Source: an optimization exercise on an open RTL-to-GDS flow (aim: small area and a short achievable clock period). Production flows keep margins and buffers that such runs may drop.
Function was checked by simulation only, so behaviour that the tests miss may differ from the original.

==> inputs of job 6713 <==
Design STACK_BASED_ALU, start of the top module:
module STACK_BASED_ALU #(parameter n = 32) (input signed [n-1:0] input_data,input clk,input rst,input [2:0] opcode,output reg signed [n-1:0] output_data,output reg overflow,output reg [4:0] sp);
clock: 14.0 ns
lec_check: 0
cap_margin: 20
core_margin: 2
core_utilization: 40
slew_margin: 20
standard.sh (not shown) runs the stock make flow with config.mk's settings and CLKGATE_MAP_FILE= SYNTH_SCRIPT=/design/flow/synth_recipe.tcl, a recipe that flattens the netlist after the stock synthesis.
==> flow/flow/run.sh <==
#!/bin/bash
# Layout flow: the standard synthesis and layout (standard.sh), with
# - the ORFS timing repair asked to keep a larger setup margin, so that it
#   works on the design's critical paths, and
# - the port buffers made with sky130_fd_sc_hd__buf_4 cells (every input
#   and output port is still buffered).
# The clock period and constraints are the design's, unchanged.
set -euo pipefail
cd "$(dirname "$0")/.."
bash standard.sh synth > synth.log 2>&1
bash standard.sh SETUP_SLACK_MARGIN=9 "BUFFER_PORTS_ARGS=-buffer_cell sky130_fd_sc_hd__buf_4" finish > layout.log 2>&1
==> job 4755 (differences from job 6713) <==
CORE_UTILIZATION = 50   (was 40)
==> qor summary <==
metric                                                                          job 6713                 job 4755
Result of the run                                                complete, no violations  complete, no violations
Final hold slack                                                                  433 ps                   435 ps
Worst relative slew slack                                                          21.7%                    26.2%
Critical Path Source                                                           st[0][20]                  b_s1[5]
Final std cells w/o fill                                                            8459                     8131
Largest stage delay, worst path                                                   570 ps                   530 ps
Core Box Area                                                                 152000 µm²               122000 µm²
WL met3                                                                         29600 µm                 33500 µm
Buffering stage count on the worst path with inverters included                        3                        4
Fill cell count                                                                    14000                    10300
Reg2reg path depth                                                                    18                       19

---

==> run A <==
Starting RTL as in the previous note.
==> flow/config.mk <==
export PLATFORM = sky130hd
export DESIGN_NAME = STACK_BASED_ALU
export DESIGN_NICKNAME = STACK_BASED_ALU
export VERILOG_FILES = /design/flow/design.v
export SDC_FILE = /design/flow/constraint.sdc
export NUM_CORES = 4
export LEC_CHECK = 0
export CAP_MARGIN = 20
export CORE_MARGIN = 2
export CORE_UTILIZATION = 30
export SLEW_MARGIN = 20
==> flow/constraint.sdc <==
create_clock -name core_clock -period 14.0 [get_ports {clk}]
set_input_delay 2.8000 -clock core_clock [delete_from_list [all_inputs] [get_ports {clk}]]
set_output_delay 2.8000 -clock core_clock [all_outputs]
set_load 0.01 [all_outputs]
Scripts as last shown in full above: flow/flow/run.sh
==> inputs of run X, as changes to run A <==
==> flow/flow/run.sh (replaced) <==
#!/bin/bash
# Layout flow: the standard synthesis and layout (standard.sh), with
# - the port buffers made with sky130_fd_sc_hd__buf_4 cells (every input
#   and output port is still buffered), and
# - the ORFS timing repair asked, up to and including clock tree synthesis,
#   to keep a larger setup margin so that it works on the design's critical
#   paths; routing and the rest run with the default margin.
# The clock period and constraints are the design's, unchanged.
set -euo pipefail
cd "$(dirname "$0")/.."
PORTS="BUFFER_PORTS_ARGS=-buffer_cell sky130_fd_sc_hd__buf_4"
bash standard.sh synth > synth.log 2>&1
bash standard.sh SETUP_SLACK_MARGIN=9.5 "$PORTS" cts > layout_to_cts.log 2>&1
bash standard.sh "$PORTS" finish > layout_finish.log 2>&1
- CORE_UTILIZATION: 30 -> 40
==> flow_summary.toml <==
[layout]
nMultiInputCombCells = 4351
final_util_pct = 36.3
synthToLayoutAreaGrowth_pct = 19.9
stdcell_count = 9129

[setup_path]
crit_buf_inv = 6
rrSetupSlack_ns = 8.52

[clock_tree]
post_cts_resized = 397

[floorplan]
start_util_pct = 30.2

[global_routing]
use_met2_pct = 34.4

[routing]
dr.first_iter.drc_count = 7610
drt-met1-wl_um = 98400

[outcome]
status = "timing/DRC/antenna clean"

[timing]
setup_slack_ns = 8.52
-- figures above: run A

==> flow_summary.toml <==
[layout]
synthToLayoutAreaGrowth_pct = 17.9
nMultiInputCombCells = 4361
stdcell_count = 8458

[outcome]
status = "timing/DRC/antenna clean"

[routing]
drt-met1-wl_um = 98100

[clock_tree]
post_cts_resized = 422

[timing]
setup_slack_ns = 8.49
-- figures above: run X

==> static timing again, ports no longer ideal <==
How much do the figures lean on ideal ports? The routed layouts below were timed once more, with nothing changed but the port constraints. Step 1: set_driving_cell puts a clkbuf_16 on clk and a buf_2 on each other input, an assumption about the parent block. Step 2 moves the port delays by t, midway between the first and last clock arrival at a register: inputs arrive t later, outputs are due t later. That takes back most of the time a late clock gives input paths. Three values: ideal ports, drivers, drivers and shift; two values: the first two.
| run | shift t [ns] | setup slack, ns | hold slack, ns | worst register clock-pin slew, ns | pins driven straight from the clock port |
|---|---|---|---|---|---|
| job 6713 | 0.770 | 8.431 / 8.431 / 7.843 | 0.433 / 0.433 / 0.433 | 0.07 / 0.07 | 1 |
| job 4755 | 0.762 | 8.500 / 8.500 / 7.786 | 0.435 / 0.435 / 0.435 | 0.08 / 0.08 | 1 |
| run A | 0.827 | 8.523 / 8.523 / 7.830 | 0.433 / 0.433 / 0.433 | 0.10 / 0.10 | 1 |
| run X | 0.778 | 8.488 / 8.488 / 7.799 | 0.426 / 0.426 / 0.426 | 0.07 / 0.07 | 1 |
After both steps every run listed still meets setup and hold. For job 4755, which loses most, drivers alone change the setup slack by 0.000 ns; drivers and shift together by -0.714 ns.
